Background: an optimization exercise with open tools, aiming at small area and a short achievable clock period. Do not read the settings as production practice. For this run, only the layout was checked, not whether the RTL still works. Power and IR drop assume default switching activity.

### design.v
module FIR(Dout,
           Din,
           clk,
           reset);
    output  [17:0]  Dout;
    input   [7:0]   Din;
    input           clk, reset;
    reg [7:0]  x1, x2n, x3, x4n, x5, x6n, x7;
    reg [15:0] S;
    wire       rn;       
    rinv ur (reset, rn);
    wire s1, c2;
    fa u2 (x2n[0], x4n[0], 1'b1, s1, c2);
    wire s3, c4;
    fa u4 (x2n[1], x4n[1], c2, s3, c4);
    wire s5, c6;
    fa u6 (x2n[2], x4n[2], c4, s5, c6);
    wire s7, c8;
    fa u8 (x2n[3], x4n[3], c6, s7, c8);
    wire s9, c10;
    fa u10 (x2n[4], x4n[4], c8, s9, c10);
    wire s11, c12;
    fa u12 (x2n[5], x4n[5], c10, s11, c12);
    wire s13, c14;
    fa u14 (x2n[6], x4n[6], c12, s13, c14);
    wire s15, c16;
    fa u16 (x2n[7], x4n[7], c14, s15, c16);
    wire n17 = ~x6n[0];
    wire n18 = ~x6n[1];
    wire n19 = ~x6n[2];
    wire n20 = ~x6n[3];
    wire n21 = ~x6n[4];
    wire n22 = ~x6n[5];
    wire n23 = ~x6n[6];
    wire n24 = ~x6n[7];
    wire n25 = ~s1;
    wire n26 = ~s3;
    wire n27 = ~s5;
    wire n28 = ~s7;
    wire n29 = ~s9;
    wire n30 = ~s11;
    wire n31 = ~s13;
    wire n32 = ~s15;
    wire n33 = ~c16;
    wire n34 = ~x7[0];
    wire n35 = ~x7[1];
    wire n36 = ~x7[2];
    wire n37 = ~x7[3];
    wire n38 = ~x7[4];
    wire n39 = ~x7[5];
    wire n40 = ~x7[6];
    wire n41 = ~x7[7];
    wire s42, c43;
    fa u43 (n17, n34, Din[0], s42, c43);
    wire s44, c45;
    fa u45 (n18, n35, s1, s44, c45);
    wire s46, c47;
    fa u47 (s44, Din[1], c43, s46, c47);
    wire s48, c49;
    fa u49 (x3[0], n19, n36, s48, c49);
    wire s50, c51;
    fa u51 (s48, s3, c45, s50, c51);
    wire s52, c53;
    fa u53 (s50, Din[2], c47, s52, c53);
    wire s54, c55;
    fa u55 (x3[1], x7[0], n20, s54, c55);
    wire s56, c57;
    fa u57 (n37, c49, s54, s56, c57);
    wire s58, c59;
    fa u59 (s56, s5, c51, s58, c59);
    wire s60, c61;
    fa u61 (s58, Din[3], c53, s60, c61);
    wire s62, c63;
    fa u63 (x3[0], x3[2], x7[1], s62, c63);
    wire s64, c65;
    fa u65 (n17, n21, n38, s64, c65);
    wire s66, c67;
    fa u67 (c55, s62, n25, s66, c67);
    wire s68, c69;
    fa u69 (s64, c57, s66, s68, c69);
    wire s70, c71;
    fa u71 (s68, s7, c59, s70, c71);
    wire s72, c73;
    fa u73 (Din[0], Din[4], s70, s72, c73);
    wire s74, c75;
    fa u75 (x1[0], x5[0], x3[0], s74, c75);
    wire s76, c77;
    fa u77 (x3[1], x3[3], x7[2], s76, c77);
    wire s78, c79;
    fa u79 (n18, n22, n39, s78, c79);
    wire s80, c81;
    fa u81 (c63, c65, s74, s80, c81);
    wire s82, c83;
    fa u83 (s76, n25, s78, s82, c83);
    wire s84, c85;
    fa u85 (n26, c67, s80, s84, c85);
    wire s86, c87;
    fa u87 (s82, c69, s84, s86, c87);
    wire s88, c89;
    fa u89 (Din[1], Din[5], s86, s88, c89);
    wire s90, c91;
    fa u91 (s9, c71, s88, s90, c91);
    wire s92, c93;
    fa u93 (x1[1], x5[1], x3[1], s92, c93);
    wire s94, c95;
    fa u95 (x3[2], x3[4], x7[3], s94, c95);
    wire s96, c97;
    fa u97 (n19, n23, n40, s96, c97);
    wire s98, c99;
    fa u99 (c75, c77, c79, s98, c99);
    wire s100, c101;
    fa u101 (s92, s94, s96, s100, c101);
    wire s102, c103;
    fa u103 (c81, n26, c83, s102, c103);
    wire s104, c105;
    fa u105 (s98, s100, n27, s104, c105);
    wire s106, c107;
    fa u107 (c85, s102, s104, s106, c107);
    wire s108, c109;
    fa u109 (Din[2], Din[6], c87, s108, c109);
    wire s110, c111;
    fa u111 (s106, c89, s108, s110, c111);
    wire s112, c113;
    fa u113 (s11, c91, s110, s112, c113);
    wire s114, c115;
    fa u115 (x1[2], x5[2], x3[2], s114, c115);
    wire s116, c117;
    fa u117 (x3[3], x3[5], x7[4], s116, c117);
    wire s118, c119;
    fa u119 (n20, n24, n41, s118, c119);
    wire s120, c121;
    fa u121 (c93, c95, c97, s120, c121);
    wire s122, c123;
    fa u123 (s114, s116, s118, s122, c123);
    wire s124, c125;
    fa u125 (c99, c101, s120, s124, c125);
    wire s126, c127;
    fa u127 (s122, n27, c103, s126, c127);
    wire s128, c129;
    fa u129 (s124, n28, c105, s128, c129);
    wire s130, c131;
    fa u131 (Din[3], Din[7], s126, s130, c131);
    wire s132, c133;
    fa u133 (c107, s128, c109, s132, c133);
    wire s134, c135;
    fa u135 (s130, c111, s132, s134, c135);
    wire s136, c137;
    fa u137 (s13, c113, s134, s136, c137);
    wire s138, c139;
    fa u139 (x1[3], x5[3], x3[3], s138, c139);
    wire s140, c141;
    fa u141 (x3[4], x3[6], x7[5], s140, c141);
    wire s142, c143;
    fa u143 (n21, c115, c117, s142, c143);
    wire s144, c145;
    fa u145 (c119, s138, s140, s144, c145);
    wire s146, c147;
    fa u147 (c121, s142, c123, s146, c147);
    wire s148, c149;
    fa u149 (s144, c125, s146, s148, c149);
    wire s150, c151;
    fa u151 (n28, c127, Din[4], s150, c151);
    wire s152, c153;
    fa u153 (s148, n29, c129, s152, c153);
    wire s154, c155;
    fa u155 (c131, s150, s152, s154, c155);
    wire s156, c157;
    fa u157 (c133, s154, c135, s156, c157);
    wire s158, c159;
    fa u159 (s15, s156, c137, s158, c159);
    wire s160, c161;
    fa u161 (x1[4], x5[4], x3[4], s160, c161);
    wire s162, c163;
    fa u163 (x3[5], x3[7], x7[6], s162, c163);
    wire s164, c165;
    fa u165 (n22, c139, c141, s164, c165);
    wire s166, c167;
    fa u167 (s160, s162, c143, s166, c167);
    wire s168, c169;
    fa u169 (c145, s164, s166, s168, c169);
    wire s170, c171;
    fa u171 (c147, s168, Din[5], s170, c171);
    wire s172, c173;
    fa u173 (c149, n29, c151, s172, c173);
    wire s174, c175;
    fa u175 (s170, n30, c153, s174, c175);
    wire s176, c177;
    fa u177 (s172, c155, s174, s176, c177);
    wire s178, c179;
    fa u179 (c16, s176, c157, s178, c179);
    wire w180 = ~(s178 ^ c159);
    wire w181 = s178 | c159;
    wire s182, c183;
    fa u183 (x1[5], x5[5], x3[5], s182, c183);
    wire s184, c185;
    fa u185 (x3[6], x7[7], n23, s184, c185);
    wire s186, c187;
    fa u187 (c161, c163, s182, s186, c187);
    wire s188, c189;
    fa u189 (s184, c165, s186, s188, c189);
    wire s190, c191;
    fa u191 (c167, s188, c169, s190, c191);
    wire s192, c193;
    fa u193 (Din[6], s190, c171, s192, c193);
    wire s194, c195;
    fa u195 (n30, c173, s192, s194, c195);
    wire s196, c197;
    fa u197 (n31, c175, s194, s196, c197);
    wire s198, c199;
    fa u199 (c177, s196, c179, s198, c199);
    wire s200, c201;
    fa u201 (x1[6], x5[6], x3[6], s200, c201);
    wire s202, c203;
    fa u203 (x3[7], n24, c183, s202, c203);
    wire s204, c205;
    fa u205 (c185, s200, c187, s204, c205);
    wire s206, c207;
    fa u207 (s202, c189, s204, s206, c207);
    wire s208, c209;
    fa u209 (Din[7], s206, c191, s208, c209);
    wire s210, c211;
    fa u211 (s208, c193, n31, s210, c211);
    wire s212, c213;
    fa u213 (c195, n32, s210, s212, c213);
    wire s214, c215;
    fa u215 (c197, s212, c199, s214, c215);
    wire s216, c217;
    fa u217 (x1[7], x5[7], x3[7], s216, c217);
    wire s218, c219;
    fa u219 (c201, s216, c203, s218, c219);
    wire s220, c221;
    fa u221 (c205, s218, c207, s220, c221);
    wire s222, c223;
    fa u223 (s220, c209, n33, s222, c223);
    wire s224, c225;
    fa u225 (n32, c211, s222, s224, c225);
    wire s226, c227;
    fa u227 (c213, s224, c215, s226, c227);
    wire s228, c229;
    fa u229 (c217, c219, c221, s228, c229);
    wire s230, c231;
    fa u231 (s228, n33, c223, s230, c231);
    wire s232, c233;
    fa u233 (c225, s230, c227, s232, c233);
    wire s234, c235;
    fa u235 (c229, c231, c233, s234, c235);
    wire n236 = ~s52;
    wire s237, c238;
    ha u238 (s60, s52, s237, c238);
    wire s239, c240;
    fa u240 (c61, s72, c238, s239, c240);
    wire s241, c242;
    fa u242 (c73, s90, c240, s241, c242);
    wire s243, c244;
    ha u244 (s112, c242, s243, c244);
    wire s245, c246;
    ha u246 (s136, c244, s245, c246);
    wire s247, c248;
    ha u248 (s158, c246, s247, c248);
    wire s249, c250;
    ha u250 (w180, c248, s249, c250);
    wire s251, c252;
    fa u252 (w181, s198, c250, s251, c252);
    wire w253 = ~(s214 ^ c252);
    wire w254 = s214 | c252;
    wire w255 = ~(s226 ^ w254);
    wire w256 = s226 | w254;
    wire w257 = ~(s232 ^ w256);
    wire w258 = s232 | w256;
    wire w259 = ~(s234 ^ w258);
    wire w260 = s234 | w258;
    wire w261 = ~(c235 ^ w260);
    wire w262 = c235 | w260;
    wire [15:0] S_next = {w261, w259, w257, w255, w253, s251, s249, s247, s245, s243, s241, s239, s237, n236, s46, s42};
    always @(posedge clk) begin
        x1  <= Din & {8{rn}};
        x2n <= ~(x1 & {8{rn}});
        x3  <= ~(x2n | {8{reset}});
        x4n <= ~(x3 & {8{rn}});
        x5  <= ~(x4n | {8{reset}});
        x6n <= ~(x5 & {8{rn}});
        x7  <= ~(x6n | {8{reset}});
    end
    always @(posedge clk) begin
        if (reset) begin
            S  <= 16'hFF01;
        end else begin
            S  <= S_next;
        end
    end
    wire [15:0] y;
    outadd ua (S, Din, 1'b0, y);
    assign Dout = {2'b00, y};
endmodule
module outadd(input [15:0] s, input [7:0] d, input [0:0] k, output [15:0] y);
    wire o_w1 = ~d[0];
    wire o_w2 = ~d[1];
    wire o_w3 = ~d[2];
    wire o_w4 = ~d[3];
    wire o_w5 = ~d[4];
    wire o_w6 = ~d[5];
    wire o_w7 = ~d[6];
    wire o_w8 = ~d[7];
    wire o_w9;
    g_xnor2 o_g9 (d[0], d[3], o_w9);
    wire o_w10;
    g_xor2 o_g10 (s[3], o_w9, o_w10);
    wire o_w11;
    g_or2b o_g11 (d[0], d[3], o_w11);
    wire o_w12;
    g_and2b o_g12 (d[0], d[3], o_w12);
    wire o_w13;
    g_ao21 o_g13 (s[3], o_w11, o_w12, o_w13);
    wire o_w14;
    g_xnor2 o_g14 (d[1], d[4], o_w14);
    wire o_w15;
    g_xor2 o_g15 (s[4], o_w14, o_w15);
    wire o_w16;
    g_or2b o_g16 (d[1], d[4], o_w16);
    wire o_w17;
    g_and2b o_g17 (d[1], d[4], o_w17);
    wire o_w18;
    g_ao21 o_g18 (s[4], o_w16, o_w17, o_w18);
    wire o_w19;
    g_xnor2 o_g19 (d[2], d[5], o_w19);
    wire o_w20;
    g_xor2 o_g20 (s[5], o_w19, o_w20);
    wire o_w21;
    g_or2b o_g21 (d[2], d[5], o_w21);
    wire o_w22;
    g_and2b o_g22 (d[2], d[5], o_w22);
    wire o_w23;
    g_ao21 o_g23 (s[5], o_w21, o_w22, o_w23);
    wire o_w24;
    g_xnor2 o_g24 (d[3], d[6], o_w24);
    wire o_w25;
    g_xor2 o_g25 (s[6], o_w24, o_w25);
    wire o_w26;
    g_or2b o_g26 (d[3], d[6], o_w26);
    wire o_w27;
    g_and2b o_g27 (d[3], d[6], o_w27);
    wire o_w28;
    g_ao21 o_g28 (s[6], o_w26, o_w27, o_w28);
    wire o_w29;
    g_xnor2 o_g29 (d[4], d[7], o_w29);
    wire o_w30;
    g_xor2 o_g30 (s[7], o_w29, o_w30);
    wire o_w31;
    g_or2b o_g31 (d[4], d[7], o_w31);
    wire o_w32;
    g_and2b o_g32 (d[4], d[7], o_w32);
    wire o_w33;
    g_ao21 o_g33 (s[7], o_w31, o_w32, o_w33);
    wire o_s34, o_c35;
    ha o_u35 (s[8], d[5], o_s34, o_c35);
    wire o_s36, o_c37;
    ha o_u37 (s[9], d[6], o_s36, o_c37);
    wire o_s38, o_c39;
    ha o_u39 (s[10], d[7], o_s38, o_c39);
    wire o_s40, o_c41;
    ha o_u41 (s[0], o_w1, o_s40, o_c41);
    wire o_s42, o_c43;
    ha o_u43 (s[1], o_w2, o_s42, o_c43);
    wire o_s44, o_c45;
    ha o_u45 (s[2], o_w3, o_s44, o_c45);
    wire o_s46, o_c47;
    ha o_u47 (o_w15, o_w13, o_s46, o_c47);
    wire o_s48, o_c49;
    ha o_u49 (o_w20, o_w18, o_s48, o_c49);
    wire o_s50, o_c51;
    ha o_u51 (o_w25, o_w23, o_s50, o_c51);
    wire o_s52, o_c53;
    ha o_u53 (o_w30, o_w28, o_s52, o_c53);
    wire o_s54, o_c55;
    ha o_u55 (o_s34, o_w33, o_s54, o_c55);
    wire o_s56, o_c57;
    ha o_u57 (o_s36, o_c35, o_s56, o_c57);
    wire o_s58, o_c59;
    ha o_u59 (o_s38, o_c37, o_s58, o_c59);
    wire o_s60, o_c61;
    ha o_u61 (s[11], o_c39, o_s60, o_c61);
    wire o_w62;
    g_aoi21 o_g62 (o_s42, o_c41, o_c43, o_w62);
    wire o_w63;
    g_nand2 o_g63 (o_s42, o_s40, o_w63);
    wire o_w64;
    g_nand2 o_g64 (o_w10, o_c45, o_w64);
    wire o_w65;
    g_nand2 o_g65 (o_w10, o_s44, o_w65);
    wire o_w66;
    g_aoi21 o_g66 (o_s48, o_c47, o_c49, o_w66);
    wire o_w67;
    g_nand2 o_g67 (o_s48, o_s46, o_w67);
    wire o_w68;
    g_aoi21 o_g68 (o_s52, o_c51, o_c53, o_w68);
    wire o_w69;
    g_nand2 o_g69 (o_s52, o_s50, o_w69);
    wire o_w70;
    g_aoi21 o_g70 (o_s56, o_c55, o_c57, o_w70);
    wire o_w71;
    g_nand2 o_g71 (o_s56, o_s54, o_w71);
    wire o_w72;
    g_aoi21 o_g72 (o_s60, o_c59, o_c61, o_w72);
    wire o_w73;
    g_nand2 o_g73 (o_s60, o_s58, o_w73);
    wire o_w74;
    g_nand2 o_g74 (s[13], s[12], o_w74);
    wire o_w75;
    g_nand2 o_g75 (s[15], s[14], o_w75);
    wire o_w76;
    g_inv o_g76 (o_w62, o_w76);
    wire o_w77;
    g_aoi21 o_g77 (o_s44, o_w76, o_c45, o_w77);
    wire o_w78;
    g_inv o_g78 (o_w63, o_w78);
    wire o_w79;
    g_nand2 o_g79 (o_s44, o_w78, o_w79);
    wire o_w80;
    g_oai21 o_g80 (o_w65, o_w62, o_w64, o_w80);
    wire o_w81;
    g_nor2 o_g81 (o_w65, o_w63, o_w81);
    wire o_w82;
    g_inv o_g82 (o_w66, o_w82);
    wire o_w83;
    g_aoi21 o_g83 (o_s50, o_w82, o_c51, o_w83);
    wire o_w84;
    g_inv o_g84 (o_w67, o_w84);
    wire o_w85;
    g_nand2 o_g85 (o_s50, o_w84, o_w85);
    wire o_w86;
    g_oai21 o_g86 (o_w69, o_w66, o_w68, o_w86);
    wire o_w87;
    g_nor2 o_g87 (o_w69, o_w67, o_w87);
    wire o_w88;
    g_inv o_g88 (o_w70, o_w88);
    wire o_w89;
    g_aoi21 o_g89 (o_s58, o_w88, o_c59, o_w89);
    wire o_w90;
    g_inv o_g90 (o_w71, o_w90);
    wire o_w91;
    g_nand2 o_g91 (o_s58, o_w90, o_w91);
    wire o_w92;
    g_oai21 o_g92 (o_w73, o_w70, o_w72, o_w92);
    wire o_w93;
    g_nor2 o_g93 (o_w73, o_w71, o_w93);
    wire o_w94;
    g_inv o_g94 (o_w74, o_w94);
    wire o_w95;
    g_nand2 o_g95 (s[14], o_w94, o_w95);
    wire o_w96;
    g_nor2 o_g96 (o_w75, o_w74, o_w96);
    wire o_w97;
    g_aoi21 o_g97 (o_s46, o_w80, o_c47, o_w97);
    wire o_w98;
    g_nand2 o_g98 (o_s46, o_w81, o_w98);
    wire o_w99;
    g_inv o_g99 (o_w80, o_w99);
    wire o_w100;
    g_oai21 o_g100 (o_w67, o_w99, o_w66, o_w100);
    wire o_w101;
    g_inv o_g101 (o_w81, o_w101);
    wire o_w102;
    g_nor2 o_g102 (o_w67, o_w101, o_w102);
    wire o_w103;
    g_oai21 o_g103 (o_w85, o_w99, o_w83, o_w103);
    wire o_w104;
    g_nor2 o_g104 (o_w85, o_w101, o_w104);
    wire o_w105;
    g_aoi21 o_g105 (o_w87, o_w80, o_w86, o_w105);
    wire o_w106;
    g_nand2 o_g106 (o_w87, o_w81, o_w106);
    wire o_w107;
    g_nand2 o_g107 (s[12], o_w92, o_w107);
    wire o_w108;
    g_nand2 o_g108 (s[12], o_w93, o_w108);
    wire o_w109;
    g_inv o_g109 (o_w92, o_w109);
    wire o_w110;
    g_nor2 o_g110 (o_w74, o_w109, o_w110);
    wire o_w111;
    g_inv o_g111 (o_w93, o_w111);
    wire o_w112;
    g_nor2 o_g112 (o_w74, o_w111, o_w112);
    wire o_w113;
    g_nor2 o_g113 (o_w95, o_w109, o_w113);
    wire o_w114;
    g_nor2 o_g114 (o_w95, o_w111, o_w114);
    wire o_w115;
    g_nand2 o_g115 (o_w96, o_w92, o_w115);
    wire o_w116;
    g_nand2 o_g116 (o_w96, o_w93, o_w116);
    wire o_w117;
    g_inv o_g117 (o_w105, o_w117);
    wire o_w118;
    g_aoi21 o_g118 (o_s54, o_w117, o_c55, o_w118);
    wire o_w119;
    g_inv o_g119 (o_w106, o_w119);
    wire o_w120;
    g_nand2 o_g120 (o_s54, o_w119, o_w120);
    wire o_w121;
    g_oai21 o_g121 (o_w71, o_w105, o_w70, o_w121);
    wire o_w122;
    g_nor2 o_g122 (o_w71, o_w106, o_w122);
    wire o_w123;
    g_oai21 o_g123 (o_w91, o_w105, o_w89, o_w123);
    wire o_w124;
    g_nor2 o_g124 (o_w91, o_w106, o_w124);
    wire o_w125;
    g_aoi21 o_g125 (o_w93, o_w117, o_w92, o_w125);
    wire o_w126;
    g_nand2 o_g126 (o_w93, o_w119, o_w126);
    wire o_w127;
    g_oai21 o_g127 (o_w108, o_w105, o_w107, o_w127);
    wire o_w128;
    g_nor2 o_g128 (o_w108, o_w106, o_w128);
    wire o_w129;
    g_aoi21 o_g129 (o_w112, o_w117, o_w110, o_w129);
    wire o_w130;
    g_nand2 o_g130 (o_w112, o_w119, o_w130);
    wire o_w131;
    g_aoi21 o_g131 (o_w114, o_w117, o_w113, o_w131);
    wire o_w132;
    g_nand2 o_g132 (o_w114, o_w119, o_w132);
    wire o_w133;
    g_oai21 o_g133 (o_w116, o_w105, o_w115, o_w133);
    wire o_w134;
    g_nor2 o_g134 (o_w116, o_w106, o_w134);
    wire o_w135;
    g_xor2 o_g135 (o_s42, o_c41, o_w135);
    wire o_w136;
    g_xnor2 o_g136 (o_s44, o_w62, o_w136);
    wire o_w137;
    g_xnor2 o_g137 (o_w10, o_w77, o_w137);
    wire o_w138;
    g_xor2 o_g138 (o_s46, o_w80, o_w138);
    wire o_w139;
    g_xnor2 o_g139 (o_s48, o_w97, o_w139);
    wire o_w140;
    g_xor2 o_g140 (o_s50, o_w100, o_w140);
    wire o_w141;
    g_xor2 o_g141 (o_s52, o_w103, o_w141);
    wire o_w142;
    g_xnor2 o_g142 (o_s54, o_w105, o_w142);
    wire o_w143;
    g_xnor2 o_g143 (o_s56, o_w118, o_w143);
    wire o_w144;
    g_xor2 o_g144 (o_s58, o_w121, o_w144);
    wire o_w145;
    g_xor2 o_g145 (o_s60, o_w123, o_w145);
    wire o_w146;
    g_xnor2 o_g146 (s[12], o_w125, o_w146);
    wire o_w147;
    g_xor2 o_g147 (s[13], o_w127, o_w147);
    wire o_w148;
    g_xnor2 o_g148 (s[14], o_w129, o_w148);
    wire o_w149;
    g_xnor2 o_g149 (s[15], o_w131, o_w149);
    assign y = {o_w149, o_w148, o_w147, o_w146, o_w145, o_w144, o_w143, o_w142, o_w141, o_w140, o_w139, o_w138, o_w137, o_w136, o_w135, o_s40};
endmodule
module rinv(input r, output rn);
    assign rn = ~r;
endmodule
module g_and2b(input a, bn, output y);
    assign y = a & ~bn;
endmodule
module g_ao21(input a1, a2, b1, output y);
    assign y = (a1 & a2) | b1;
endmodule
module g_aoi21(input a1, a2, b1, output y);
    assign y = ~((a1 & a2) | b1);
endmodule
module g_inv(input a, output y);
    assign y = ~a;
endmodule
module g_nand2(input a, b, output y);
    assign y = ~(a & b);
endmodule
module g_nor2(input a, b, output y);
    assign y = ~(a | b);
endmodule
module g_oai21(input a1, a2, b1, output y);
    assign y = ~((a1 | a2) & b1);
endmodule
module g_or2b(input a, bn, output y);
    assign y = a | ~bn;
endmodule
module g_xnor2(input a, b, output y);
    assign y = ~(a ^ b);
endmodule
module g_xor2(input a, b, output y);
    assign y = a ^ b;
endmodule
module fa(input a, input b, input c, output s, output co);
    assign s = a ^ b ^ c;
    assign co = (a & b) | (a & c) | (b & c);
endmodule
module ha(input a, input b, output s, output co);
    assign s = a ^ b;
    assign co = a & b;
endmodule
### flow/run.sh
#!/bin/bash
# Own layout flow: the standard ORFS flow (standard.sh's make command and
# synthesis, unchanged), with these changes after synthesis:
#  - timing repair aims at a setup slack margin of $MARGIN ns,
#  - port buffers are buf_2 cells (ORFS's default pick is a delay cell),
#  - clock tree: clkbuf_8 buffers, larger sink clusters, no dummy loads.
# ORFS writes each tool's log under orfs/logs/; make's output goes to
# make_*.log in this folder.
set -euo pipefail
MARGIN=5
MAKELINE=$(grep '^make ' standard.sh | sed 's/"\${@:-finish}"//')
run_make() { eval "$MAKELINE"' "$@"'; }
run_make synth > make_synth.log 2>&1
run_make "SETUP_SLACK_MARGIN=$MARGIN" \
  "BUFFER_PORTS_ARGS=-buffer_cell sky130_fd_sc_hd__buf_2" \
  "CTS_ARGS=-sink_clustering_enable -repair_clock_nets -dont_use_dummy_load -buf_list sky130_fd_sc_hd__clkbuf_8 -sink_clustering_size 30 -sink_clustering_max_diameter 100" \
  finish > make_finish.log 2>&1
# everything is built: this only writes out/final.def from the final layout
bash standard.sh finish > make_def.log 2>&1
### standard.sh
#!/bin/bash
# synth_recipe.tcl (not shown) runs the flow's synth.tcl, then flattens the netlist and writes it again
# the make line also repeats each setting of config.mk as NAME=value (left out here)
make -C /OpenROAD-flow-scripts/flow DESIGN_CONFIG=/design/flow/config.mk WORK_HOME=/design/flow/orfs CLKGATE_MAP_FILE= SYNTH_SCRIPT=/design/flow/synth_recipe.tcl "${@:-finish}"
### config.mk
export PLATFORM = sky130hd
export DESIGN_NAME = FIR
export DESIGN_NICKNAME = FIR
export VERILOG_FILES = /design/flow/design.v
export SDC_FILE = /design/flow/constraint.sdc
export NUM_CORES = 4
export LEC_CHECK = 0
export CAP_MARGIN = 20
export CORE_MARGIN = 2
export CORE_UTILIZATION = 40
export SETUP_SLACK_MARGIN = 5
export SLEW_MARGIN = 20
export SYNTH_HIERARCHICAL = 1
export SYNTH_MINIMUM_KEEP_SIZE = 0
### constraint.sdc
create_clock -name core_clock -period 12.0 [get_ports {clk}]
set_input_delay 2.4000 -clock core_clock [delete_from_list [all_inputs] [get_ports {clk}]]
set_output_delay 2.4000 -clock core_clock [all_outputs]
set_load 0.01 [all_outputs]
==> flow_summary.yaml <==
grt:
  antenna_found_initial: 0
  grt_util_all_layers_pct: 13.6
  grt_pass1_vias: 3022
  grt_util_met2_pct: 22.0
  busiest_layer: "met2"
  use_met3_pct: 3.68
  grt_use_met1_pct: 17.8
  grt_remaining_overflow: 0
  grt_start_max_net_pins: 42
  grt_pass1_wl_um: 14600
sta:
  max_freq_ghz: 0.146
  setup_viol_count_final: 0
  period_share_pct: 57.2
  fin_crit_ps: 6870
  setup_tns_ps: 0
  tightest_slew_ps: 943
  hold_viol: 0
  finClkSkew_ps: 17.8
  grt_setup_unrepaired: "yes"
  slew_viol_final: 0
  maxSlewHeadroom_pct: 37.1
setup_path:
  cp_max_fo: 7
  crit-reg2reg-launch: "x2n[0]"
  crit_path_start_kind: "input port"
  crit_required_ps: 12250
  cp.arrival_ps: 7110
  crit_path_end_kind: "register"
  crit_start: "Din[6]"
  critical_path_class: "input port to register"
clock_tree:
  cts_sinks: 72
  tritoncts: "yes"
  htreeDepth: 3
  numCtsBuffers: 9
  clock_path_buffers: 2
  cts_hold_buf: 0
  clockRootBuffer: "clkbuf_8"
  insertion_delay_ps: 360
  cts.clk_slew.worst_paths_ps: 70
outcome:
  status: "complete, no violations"
yosys:
  syn_inst: 431
  ys_seq_elements: 72
  ys_seq_area_share_pct: 27.9
  synth_cell_type_count: 19
  ys_warn_count: 7
  netlist_area_um2: 5160
  syn_avg_cell_area_um2: 12.0
final_layout:
  syn2layout_area_growth_pct: 7.51
  num-nets-final: 591
  final_common_cell: "fa_1"
  n_antenna_cell: 0
  drive_gt1_share_pct: 16.7
  instances_no_fill: 620
  final_cell_mix: "93 x fa_1, 72 x dfxtp_1, 47 x inv_1, 36 x nand2_1, 31 x nor2_1"
detailed_routing:
  avgRoutedWirePerCell_um: 13.5
  postRouteAntennaNets: 0
  vias: 2796
  routed_wl_um: 8380
  drt-initial-drc-count: 86
  drt-vias-per-instance: 4.51
  first_pass_iters: 4
  drcViolationCount: 0
floorplanning:
  start_util_pct: 40.9
  die_w_um: 118
  fp-row-count: 41
  die_y_um: 118
  coreArea_um2: 12600
  io_pins: 28
  dieArea_um2: 13800
placed_design:
  dpl.hpwl_um: 7090
  placed_cells: 605
  place.gp.congestion: 0.837
  port_buffers: 25
pwr:
  p_leak_nw: 2.55
  cellPowerDensity_nw_per_um2: 194
  vdd_ir_drop_max_mv: 0.0810
run:
  max_cap_viol_count: 0
hold_path:
  holdCritPathClass: "register to register"
  worstHoldStart: "x5[5]"
## critical path, stage by stage
cell and delay (ps):
buf_2 240, fa_1 480, fa_2 360, fa_1 410
fa_1 390, fa_2 340, fa_1 380, fa_1 390
fa_1 390, fa_1 380, fa_1 490, inv_1 40
ha_1 190, xnor2_1 160, nand2b_1 60
## modules after synthesis, one instance, submodules excluded, a selection
| module | flip-flops and latches | cells inside |
|---|---|---|
| fa | 0 | 1 |
| g_xor2 | 0 | 1 |
| g_or2b | 0 | 1 |
| outadd | 0 | 19 |
| g_inv | 0 | 1 |
| g_xnor2 | 0 | 1 |
| g_and2b | 0 | 1 |
| ha | 0 | 1 |
## flip-flops by register name, indices dropped and copies added, names as in the netlist
signal	count
x4n	8
x6n	8
x3	8
S	16
x5	8
x1	8
x2n	8
x7	8
## metal layers
layer	wire length, um	vias up
met5	0	-
met1	3800	1436
met3	320	11
met4	132	0
met2	4120	42
li1	-	1307
## metrics by stage
step | utilization (%) | setup WS, ps | power, mW | hold WS, ps | area [um2]
after floorplan | - | 5030 | 0.857 | 386 | 5170
after global placement | 42.4 | 4710 | 0.928 | 391 | 5350
after detailed placement | 42.4 | 4620 | 0.938 | 396 | 5350
after CTS | 43.8 | 5000 | 1.10 | 399 | 5530
after global routing | 44.0 | 4950 | 1.21 | 420 | 5550
final | 44.0 | 5130 | 1.08 | 399 | 5550
## synth_stat cells
cell,n,area (um2)
fa_1,107,2140
or2_1,4,25.0
buf_4,18,135
o21ai_1,8,40.0
inv_1,48,180
nand2_1,36,135
nand2b_1,10,62.6
and2_1,8,50.1
a21oi_2,14,123
xor2_1,12,105
ha_1,24,300
nor2b_4,5,68.8
nor2b_1,6,37.5
dfxtp_1,72,1440
conb_1,2,7.51
a21o_1,5,37.5
xnor2_1,14,123
buf_2,7,35.0
nor2_1,31,116
## worst paths after layout
kind	end	slack [ps]	cells after the start
max	S[15]	5130	15
min	x6n[5]	400	1
max reg2reg	S[15]	5140	19
min reg2reg	x6n[5]	400	1
## logic make-up after synthesis
logic type,after synthesis,share of synthesized area [%]
buf+inv,73,6.78
fa+ha+maj,131,47.3
other cells,2,0.145
simple gates,100,9.59
compound gates,27,3.88
flops,72,27.9
xor+xnor,26,4.41
## what timing repair did
item,in CTS,in global routing
pin swaps,5,2
cloned,0,0
setup endpoints to repair,2,6
gates resized for setup,8,8
buffers inserted,5,1
## power by group
part	switching (mW)	total, mW	internal (mW)
registers	0.0157	0.285	0.269
clock network	0.0789	0.146	0.0668
logic	0.337	0.645	0.308
total	0.432	1.08	0.644
## area by class of cell
class                           count  area [um2]
Sequential cell                    72        1440
Tap cell                          172         215
Inverter                           48         180
Clock buffer                        9         124
Timing Repair Buffer               32         180
Fill cell                        1214        7070
Multi-Input combinational cell    287        3410

[re-timing with driven ports]
Ports are ideal in the flow. The routed layout listed here was re-timed in OpenROAD.
Step 1 assumes that a clkbuf_16 drives the clock port and a buf_2 every other input.
Step 2, shift: input delay + t, output delay - t, t = (earliest + latest rising clock arrival at the registers) / 2. This alone moves slack from input paths to output paths.
a / b / c = no drivers / after step 1 / after step 2; a / b = the first two.
shift t [ns]: 0.386
slack for setup (ns): 5.135 / 5.141 / 4.760
worst register clock-pin slew, ns: 0.07 / 0.07
worst data-port slew with drivers (ns): 0.03
cell pins on the clock port's net: 1
After both steps this run still meets setup and hold. For this run, drivers alone change the setup slack by +0.006 ns; drivers and shift together by -0.375 ns.
